From an optimization exercise on the open Yosys and OpenROAD flow, aimed at small area, a short achievable clock period and few clock cycles per item; shortcuts taken in it are not production practice.
Function was checked by simulation only, so behaviour that the tests miss may differ from the original.

==> flow/design.v, too long to show whole: its modules and the start of the top module <==
// module rsa_fa: 4 lines
// module rsa_han: 4 lines
// module rsa_or2: 1 lines
// module rsa_xor2: 1 lines
// module rsa_xnor2: 1 lines
// module rsa_nand2: 1 lines
// module rsa_nor2: 1 lines
// module rsa_inv: 1 lines
// module rsa_aoi21: 1 lines
// module rsa_oai21: 1 lines
// module rsa_q: 24 lines
// module rsa_add: 1269 lines
// module Rsa256Core: 3233 lines
module Rsa256Core (
  input          i_clk,
  input          i_rst,
  input          i_start,
  input  [255:0] i_a,
  input  [255:0] i_d,
  input  [255:0] i_n,
  output [255:0] o_a_pow_d,
  output         o_finished
);
  // ...
==> flow/flow/run.sh <==
#!/bin/bash
# Own layout flow: the standard synthesis, then the standard ORFS layout steps with
# repair_timing aiming for extra setup slack (the clock and constraints are unchanged).
set -uo pipefail
KNOBS=$(cat flow/knobs.txt 2>/dev/null || echo "SETUP_SLACK_MARGIN=10")
[[ -f flow/env.sh ]] && source flow/env.sh
bash standard.sh synth > synth.log 2>&1 || { tail -50 synth.log; exit 1; }
bash standard.sh $KNOBS finish > layout.log 2>&1 || { tail -50 layout.log; exit 1; }
==> flow/flow/env.sh <==
export BUFFER_PORTS_ARGS="-buffer_cell sky130_fd_sc_hd__buf_4"
==> flow/flow/knobs.txt <==
SETUP_SLACK_MARGIN=11.5 SLEW_MARGIN=30
==> flow/standard.sh <==
#!/bin/bash
# synth_recipe.tcl (not shown) runs the flow's synth.tcl, then flattens the netlist and writes it again
# the make line also repeats each setting of config.mk as NAME=value (left out here)
make -C /OpenROAD-flow-scripts/flow DESIGN_CONFIG=/design/flow/config.mk WORK_HOME=/design/flow/orfs CLKGATE_MAP_FILE= SYNTH_SCRIPT=/design/flow/synth_recipe.tcl "${@:-finish}"
==> flow/config.mk <==
export PLATFORM = sky130hd
export DESIGN_NAME = Rsa256Core
export DESIGN_NICKNAME = Rsa256Core
export VERILOG_FILES = /design/flow/design.v
export SDC_FILE = /design/flow/constraint.sdc
export NUM_CORES = 8
export LEC_CHECK = 0
export CAP_MARGIN = 20
export CORE_MARGIN = 2
export CORE_UTILIZATION = 40
export SETUP_SLACK_MARGIN = 0.5
export SLEW_MARGIN = 20
export SYNTH_HIERARCHICAL = 1
==> flow/constraint.sdc <==
create_clock -name core_clock -period 16.0 [get_ports {i_clk}]
set_input_delay 3.2000 -clock core_clock [delete_from_list [all_inputs] [get_ports {i_clk}]]
set_output_delay 3.2000 -clock core_clock [all_outputs]
set_load 0.01 [all_outputs]
==> summary.md, run 1 <==
| Metric | Value |
|---|---|
| Slew @ Worst Pin | 1.57 ns |
| Area Overhead vs Synth | 26.1% |
| Status | failed layout checks |
| Synth Area in Simple Gates | 11.9% |
| WHS | 0.438 ns |
| Initial Util | 40.2% |
| RSZ-0062 raised after global routing | true |
| Wire length per cell | 31.1 µm |
| Crit Reg-Reg Endpoint | Cn[112] |
| Routed wl met3 | 49600 µm |
| CP max stage delay | 0.54 ns |
| Final Max Tran Viols | 80 |
| Reg-to-reg startpoint | Sn[0] |
| Layout cells sized above 1 | 37.9% |
| Initial antenna violation count | 162 |
| Final Hold Viols | 0 |
| Post-Synth XOR/XNOR Area | 4.42% |
| TNS Setup | 0 ns |
| Count leader, synth | nand2_1 |
| Final HPWL DP | 352000 µm |
| Most common cell after layout, fill and taps aside | nand2_1 |
| Post-route ant nets | 0 |
| Startpoint Class | flop |
| TritonCTS clock tree | done |
| Uppermost layer routed | met5 |
| Sequential cell count | 1106 |
| Hold-fix buffers, CTS | 0 |
| Layout check fault list | slew limit |
| Sequential share of cell area | 17.2% |
| Met1 Track Usage GR | 37.2% |
| Fin cells | 16400 |
| CTS root buf | clkbuf_16 |
| Fin crit share | 30.6% |
Testbench counts, summed over its fixed seeds: cycles 621,500, ops 24.
==> run 2, diff against run 1 <==
==> flow/flow/knobs.txt (replaced) <==
SETUP_SLACK_MARGIN=11 SLEW_MARGIN=30
==> summary.md, run 2 <==
| Metric | Value |
|---|---|
| Max cap viols | 0 |
| FF+latch count, synth | 1106 |
| CTS Buffer Depth | 4 |
| First-pass GRT wire length | 681000 µm |
| Tightest Hold Check Type | reg2reg |
| Hold-fix buffers, CTS | 0 (unchanged) |
| Vias in the first global route | 99800 |
| Ranking of synthesized cells by area | fa_1 34%, dfxtp_1 13%, nand2_1 7.7% |
| Most common cell after layout, fill and taps aside | nand2_1 |
| CP max FO | 7 |
| Wire length per cell | 29.6 µm (-4.6%) |
| GRT Overall Usage | 30.1% |
| Total die area | 306000 µm² |
| Skew-Pair Late Insertion Delay | 0.87 ns |
| Area Overhead vs Synth | 13.9% |
| Final Max Tran Viols | 0 (-100%) |
| Initial drt markers | 8485 |
| Core Box Area | 300000 µm² |
| Slowest cell on crit path | dfxtp_1 |
| Post-synth EDFFs | 298 |
| Regs by FF count | Cn x258, Sn x258 |
| Post-synthesis area per instance | 10.8 µm² |
| Signal arrival time at the worst endpoint | 1.75 ns |
| Element type at the critical path end | primary output |
| DRC | 0 |
| WL final | 469000 µm |
| Fin crit share | 30.9% (+0.31 points) |
| GRT overflow | 0 |
| CTS Sinks | 1106 |
| Die Wd | 553 µm |
| Initial Util | 40.2% (unchanged) |
| Row count | 201 |
| Clock Skew | 0.0444 ns |
| Drt pass-1 iters | 6 |
| Worst-path clk slew | 0.06 ns |
| Fin cells | 15800 (-3.6%) |
| Ys flop type | dfxtp_1 |
| Worst path cell trace | buf_4 |
| Final Hold Viols | 0 (unchanged) |
| CTS root buf | clkbuf_16 |
| Count leader, synth | nand2_1 |
| Critical path class | reg2out |
| Crit-path leading delay family | flip-flops |
| Max_slew headroom | 24.1% |
| RSZ-0062 raised after global routing | true |
| Setup violators final | 0 |
| DP Area | 130000 µm² |
| Slew @ Worst Pin | 1.14 ns (-0.435 ns) |
| Synth warn | 7 |
| Final Cell Area | 137000 µm² |
| Total CTS buffers | 154 |
| TritonCTS clock tree | done |
| Layout cells sized above 1 | 20.2% (-18 points) |
| Largest net degree at the start of global routing | 254 |
| DP Cell Count | 15400 |
| Routed vias | 93100 |
| Seq/Total Area, Yosys | 20.9% |
| Final HPWL DP | 351000 µm (-0.21%) |
| Synth Instances | 11200 |
| CP max stage delay | 0.68 ns (+0.14 ns) |
| Status | finished clean |
| Top-Level Pins | 1028 |
| Synth top cells by count | 2473 x nand2_1, 2042 x fa_1, 801 x dfxtp_1 |
| Critical path required time | 12.80 ns |
| Placer Congestion | 0.995 |
| Most frequent cells in the layout | 2467 x nand2_1, 2041 x fa_1, 1130 x buf_4, 786 x dfxtp_1, 563 x ha_1 |
| I/O Buffers | 1027 |
| Via density | 5.88 |
| Synth top area share | 33.9% |
| Count of different cell masters after synthesis | 106 |
| H-tree Lvls | 4 |
| Number of buffers and inverters on the critical path | 1 |
| Async SR Flop Fraction | 0.633% |
| Yosys top cell by area | fa_1 |
| TNS Setup | 0 ns (unchanged) |
| Initial antenna violation count | 153 (-5.6%) |
| Min cycle time layout | 4.95 ns |
| Die height | 553 µm |
| Nets | 15000 |
| Synthesized cell area | 120000 µm² |
| Startpoint Class | flop |
| F_max | 202 MHz |
| Post-route ant nets | 0 (unchanged) |
-- run 2: cell counts after synthesis --
No cell type changed its count.
-- run 2: routing by layer --
metal | up-vias | global-route usage (%) | wire length [µm]
met1 | 48300 | 36.2 | 173000
li1 | 39100 | - | -
met3 | 1068 | 7.44 | 43300
met5 | - | 0 | 486
met4 | 78 | 18.1 | 31400
met2 | 4659 | 48.7 | 221000
-- run 2: stage by stage --
stage	util (%)	hold slack [ns]	worst slack [ns]
finish	45.8	0.448	11.05
global route	45.8	0.459	10.94
CTS	45.5	0.447	10.99
detailed placement	43.4	0.440	9.72
global placement	43.4	0.427	9.85
floorplan	-	0.352	7.76
-- run 2: timing repair --
item | 4_1_cts | 5_1_grt
pin swaps | 14 | 15
setup buffers | 20 | 26
setup endpoints to repair | 729 | 528
hold endpoints to repair | 0 | 0
resized for setup | 95 | 49
gates cloned | 9 | 7
-- run 2: per-module statistics from Yosys (local to each module, per instance), a selection --
module      copies in the design  cells  flip-flops and latches
rsa_xor2                      36      1                       0
Rsa256Core                     1   7235                    1106
rsa_q                          4     23                       0
rsa_fa                      2040      1                       0
rsa_add                        1   1020                       0
rsa_xnor2                    511      1                       0
rsa_or2                      254      1                       0
-- run 2: final timing paths --
kind	startpoint	endpoint	slack, ns	cells after the start
setup / recovery	B[223]	o_a_pow_d[223]	11.05	1
hold / removal	A[139]	Sn[140]	0.45	1
setup reg to reg	Cn[0]	Sn[4]	11.06	14
hold reg to reg	A[139]	Sn[140]	0.45	1
max in group asynchronous	i_rst	st_idle	13.40	2
min in group asynchronous	i_rst	st_scan	2.31	2
-- run 2: area by class of cell --
class / instances / area, µm²
fillers: 27800 / 163000
well taps: 3958 / 4950
clock buffers: 208 / 4220
clock inverters: 72 / 848
flip-flops and latches: 1106 / 25200
repair buffers: 1201 / 9960
multi-input cells: 9098 / 91400
inverters: 99 / 379
diodes: 97 / 243
-- run 2: cells by family after synthesis --
kind of cell,after synthesis,share of synthesized area (%)
compound gates,1681,9.64
flops,1106,20.9
other cells,2,0.00623
mux,794,9.37
fa+ha+maj,2605,39.8
xor+xnor,608,4.42
simple gates,3407,11.9
buf+inv,985,4.03

## afterwards: timing with drivers on the ports
No port has a modelled driver above. Below, the same layouts with a new extraction and two added sets of constraints. Step 1, drivers: a clkbuf_16 drives i_clk and a buf_2 each remaining input, both assumed. Step 2 adds t to the input delays and takes it off the output delays; t is the mean of the earliest and latest rising clock arrival at the registers after step 1. Input paths then give back, and output paths get back, about the clock's delay inside the block. a / b / c = ideal / step 1 / step 2; a / b = the first two.
| run | t (ns) | setup WS [ns] | worst setup path after step 2 | worst data-port slew with drivers (ns) | cell pins on the clock port's net |
|---|---|---|---|---|---|
| run 1 | 0.929 | 11.100 / 11.100 / 10.443 | input to register | 0.35 | 1 |
| run 2 | 0.954 | 11.051 / 10.946 / 10.523 | input to register | 0.33 | 1 |
For run 1, which loses most, drivers alone change the setup slack by 0.000 ns; drivers and shift together by -0.657 ns.
